What follows belongs to an exercise in optimizing a design on an open flow for small area; a production flow would make more cautious choices. In this exercise RTL edits were held to simulation tests only and were not proved equivalent to the original.

Setup of tundra:
## morse_top
module morse_top(
    input clk,                  
    input rst,                  
    input enable,               
    input EN,                   
    input [63:0] store,         
    input long_key,             
    input short_key,            
    input send_decoder,         
    input back_space_decoder,   
    input reset,                
    output [14:0] Y_led,
    output error_out_of_length,
    output error_character,
    output error_decode,
    output [7:0] seg_bit_selection,
    output [7:0] seg_selection
);
Size: about 590 cells after synthesis, roughly 110 I/O pins.
clock: 20.0 ns
lec_check: 0
abc_area: 1
cap_margin: 20
core_margin: 2
core_utilization: 55
slew_margin: 20
buffer_ports_args: -buffer_cell sky130_fd_sc_hd__buf_1
cts_args: -sink_clustering_enable -repair_clock_nets -dont_use_dummy_load -sink_clustering_size 12 -sink_clustering_max_diameter 60 -buf_list {sky130_fd_sc_hd__clkbuf_4 sky130_fd_sc_hd__clkbuf_8 sky130_fd_sc_hd__clkbuf_16}
standard.sh (not shown) runs the stock make flow with config.mk's settings and CLKGATE_MAP_FILE= SYNTH_SCRIPT=/design/flow/synth_recipe.tcl, a recipe that flattens the netlist after the stock synthesis.
==> flow/flow/run.sh <==
#!/bin/bash
# Layout flow: the standard flow (standard.sh), with three changes.
#  1. After the standard synthesis, its logic (everything but the flip-flops,
#     which keep their cells and names) is optimised again by ABC and mapped
#     onto the same library.  Four ABC runs (flow/abc_N.script: the same
#     script with different random seeds for &deepsyn) go in parallel, and the
#     netlist with the smallest cell area goes on through the rest of the
#     standard flow.
#  2. Every port still gets its own buffer, a buf_1 instead of clkdlybuf4s50_1.
#  3. CTS builds the tree from small clock buffers, without dummy loads.
# Each tool's full output goes to a log here: make_synth.log, resynth_N.log,
# make_finish.log (ORFS also keeps each step's log under orfs/logs/).
set -euo pipefail
cat >> config.mk <<'EOC'
export BUFFER_PORTS_ARGS = -buffer_cell sky130_fd_sc_hd__buf_1
export CTS_ARGS = -sink_clustering_enable -repair_clock_nets -dont_use_dummy_load -sink_clustering_size 12 -sink_clustering_max_diameter 60 -buf_list {sky130_fd_sc_hd__clkbuf_4 sky130_fd_sc_hd__clkbuf_8 sky130_fd_sc_hd__clkbuf_16}
EOC
bash standard.sh synth > make_synth.log 2>&1

RES=orfs/results/${FLOW_PLATFORM}/morse_top/base
LIB=${FLOW_HOME}/platforms/${FLOW_PLATFORM}/lib/sky130_fd_sc_hd__tt_025C_1v80.lib
YOSYS=yosys
if [[ -x ${FLOW_HOME}/../tools/install/yosys/bin/yosys ]]; then
  YOSYS=${FLOW_HOME}/../tools/install/yosys/bin/yosys
fi
DONT_USE=""
for c in $(sed -n 's/^export DONT_USE_CELLS += *//p; /^ *sky130_fd_sc_hd__/p' ${FLOW_HOME}/platforms/${FLOW_PLATFORM}/config.mk | tr -d '\\'); do
  DONT_USE="$DONT_USE -dont_use $c"
done
cp ${RES}/1_2_yosys.v standard_1_2_yosys.v

resynth() {
  ${YOSYS} -l resynth_$1.log -p "
read_liberty -ignore_miss_func ${LIB}
blackbox sky130_fd_sc_hd__dfxtp_1
read_verilog standard_1_2_yosys.v
hierarchy -top ${FLOW_TOP}
flatten
opt -purge
techmap
opt -fast -purge
abc -script flow/abc_$1.script -liberty ${LIB} ${DONT_USE}
setundef -zero
splitnets
opt_clean -purge
hilomap -singleton -hicell sky130_fd_sc_hd__conb_1 HI -locell sky130_fd_sc_hd__conb_1 LO
insbuf -buf sky130_fd_sc_hd__buf_4 A X
write_verilog -noattr -nohex -nodec resynth_$1.v
tee -o resynth_stat_$1.txt stat -liberty ${LIB}
" > /dev/null
}
for n in 0 1 2 3; do resynth $n & done
wait
best=""
best_area=""
for n in 0 1 2 3; do
  a=$(sed -n 's/.*Chip area for module.*: *//p' resynth_stat_$n.txt | head -1)
  echo "resynth $n: $a" >> resynth_choice.txt
  if [[ -n "$a" ]] && { [[ -z "$best" ]] || awk -v a="$a" -v b="$best_area" 'BEGIN{exit !(a < b)}'; }; then
    best=$n
    best_area=$a
  fi
done
echo "chosen: $best ($best_area)" >> resynth_choice.txt
cp resynth_${best}.v ${RES}/1_2_yosys.v
rm -f ${RES}/1_synth.odb ${RES}/1_synth.sdc
bash standard.sh finish > make_finish.log 2>&1
==> flow/flow/abc_0.script <==
strash
&get -n
&deepsyn -T 150 -S 0
&put
&get -n
&dch -f
&nf -R 1000
&put
topo
dnsize -c
==> flow/flow/abc_1.script <==
strash
&get -n
&deepsyn -T 150 -S 1
&put
&get -n
&dch -f
&nf -R 1000
&put
topo
dnsize -c
==> flow/flow/abc_2.script <==
strash
&get -n
&deepsyn -T 150 -S 2
&put
&get -n
&dch -f
&nf -R 1000
&put
topo
dnsize -c
==> flow/flow/abc_3.script <==
strash
&get -n
&deepsyn -T 150 -S 3
&put
&get -n
&dch -f
&nf -R 1000
&put
topo
dnsize -c
Input-level comparison between quartz and tundra:
-- flow/flow/run.sh --
<<< tundra, line 4
#     which keep their cells and names) is optimised again by ABC and mapped
#     onto the same library.  Four ABC runs (flow/abc_N.script: the same
#     script with different random seeds for &deepsyn) go in parallel, and the
#     netlist with the smallest cell area goes on through the rest of the
#     standard flow.
>>> quartz, line 4
#     which keep their cells and names) is optimised again by ABC with a
#     stronger script (flow/abc.script) and mapped onto the same library;
#     the netlist then goes through the rest of the standard flow.
<<< tundra, line 10
#  3. CTS builds the tree from small clock buffers, without dummy loads.
# Each tool's full output goes to a log here: make_synth.log, resynth_N.log,
>>> quartz, line 8
#  3. CTS builds the tree from small clock buffers in small clusters,
#     without dummy loads.
# Each tool's full output goes to a log here: make_synth.log, resynth.log,
<<< tundra, line 31

resynth() {
  ${YOSYS} -l resynth_$1.log -p "
>>> quartz, line 30
${YOSYS} -l resynth.log -p "
<<< tundra, line 42
abc -script flow/abc_$1.script -liberty ${LIB} ${DONT_USE}
>>> quartz, line 39
abc -script flow/abc.script -liberty ${LIB} ${DONT_USE}
<<< tundra, line 48
write_verilog -noattr -nohex -nodec resynth_$1.v
tee -o resynth_stat_$1.txt stat -liberty ${LIB}
>>> quartz, line 45
write_verilog -noattr -nohex -nodec resynth_1_2_yosys.v
tee -o resynth_stat.txt stat -liberty ${LIB}
<<< tundra, line 51
}
for n in 0 1 2 3; do resynth $n & done
wait
best=""
best_area=""
for n in 0 1 2 3; do
  a=$(sed -n 's/.*Chip area for module.*: *//p' resynth_stat_$n.txt | head -1)
  echo "resynth $n: $a" >> resynth_choice.txt
  if [[ -n "$a" ]] && { [[ -z "$best" ]] || awk -v a="$a" -v b="$best_area" 'BEGIN{exit !(a < b)}'; }; then
    best=$n
    best_area=$a
  fi
done
echo "chosen: $best ($best_area)" >> resynth_choice.txt
cp resynth_${best}.v ${RES}/1_2_yosys.v
>>> quartz, line 48
cp resynth_1_2_yosys.v ${RES}/1_2_yosys.v
==> flow/flow/abc.script (new file) <==
strash
&get -n
&deepsyn -T 120
&put
&get -n
&dch -f
&nf -R 1000
&put
topo
dnsize -c
removed: flow/flow/abc_0.script
removed: flow/flow/abc_1.script
removed: flow/flow/abc_2.script
removed: flow/flow/abc_3.script
--- outcome ---
- Final setup slack of the worst path delta (quartz -> tundra): insignificant
- Summary of quartz over tundra: via count normalized by instance count barely changed, first-iteration DRC count barely changed, final worst-path cycle share barely changed, cell area barely changed.
> inputs changed (quartz -> onyx)
==> flow/flow/run.sh <==
#!/bin/bash
# The standard layout (standard.sh, unchanged synthesis), with smaller port
# buffers and a leaner clock tree: every port still gets its own buffer
# (buf_1 instead of clkdlybuf4s50_1), and CTS builds the tree from small
# clock buffers in small clusters, without dummy loads.
# make's full output goes to make_finish.log; each ORFS step also keeps its
# own log under orfs/logs/.
set -euo pipefail
cat >> config.mk <<'EOC'
export BUFFER_PORTS_ARGS = -buffer_cell sky130_fd_sc_hd__buf_1
export CTS_ARGS = -sink_clustering_enable -repair_clock_nets -dont_use_dummy_load -sink_clustering_size 12 -sink_clustering_max_diameter 60 -buf_list {sky130_fd_sc_hd__clkbuf_4 sky130_fd_sc_hd__clkbuf_8 sky130_fd_sc_hd__clkbuf_16}
EOC
bash standard.sh finish > make_finish.log 2>&1
removed: flow/flow/abc.script
onyx: PASS, flow complete, no timing, DRC or antenna violations
Looking at hold slack, onyx sits 0.025 ns above quartz.
Taking quartz as 1.0, onyx lands at 1.19 on finished layout cell area.
Tightest slew margin relative to the limit delta (onyx − quartz): unfavourable
Going from quartz to onyx, post-detailed-routing wire length grew by more than a quarter.
Flop-to-flop setup slack was higher in onyx than in quartz.
Leading cell type in the layout, fill and taps excluded: nand2_1 -> onyx, dfxtp_1 -> quartz
Compare onyx and quartz | final worst-path cycle share lower: onyx

what the ideal ports hide:
In the flow no input, the clock included, has a driving cell. The finished layouts below were timed again as built, in two steps.
Step 1: set_driving_cell puts a clkbuf_16 on clk and a buf_2 on each other input, an assumption about the parent block.
Step 2 moves the port delays by t, midway between the first and last clock arrival at a register: inputs arrive t later, outputs are due t later. That takes back most of the time a late clock gives input paths.
Slacks: ideal / step 1 / step 2; pairs: ideal / step 1.
| run | shift t [ns] | slack for setup (ns) | worst data-port slew with drivers (ns) | pins driven straight from the clock port |
|---|---|---|---|---|
| tundra | 0.376 | 10.145 / 10.119 / 10.119 | 0.04 | 1 |
| quartz | 0.376 | 10.145 / 10.119 / 10.119 | 0.04 | 1 |
| onyx | 0.385 | 10.508 / 10.486 / 10.486 | 0.06 | 1 |
After both steps every run listed still meets setup and hold.
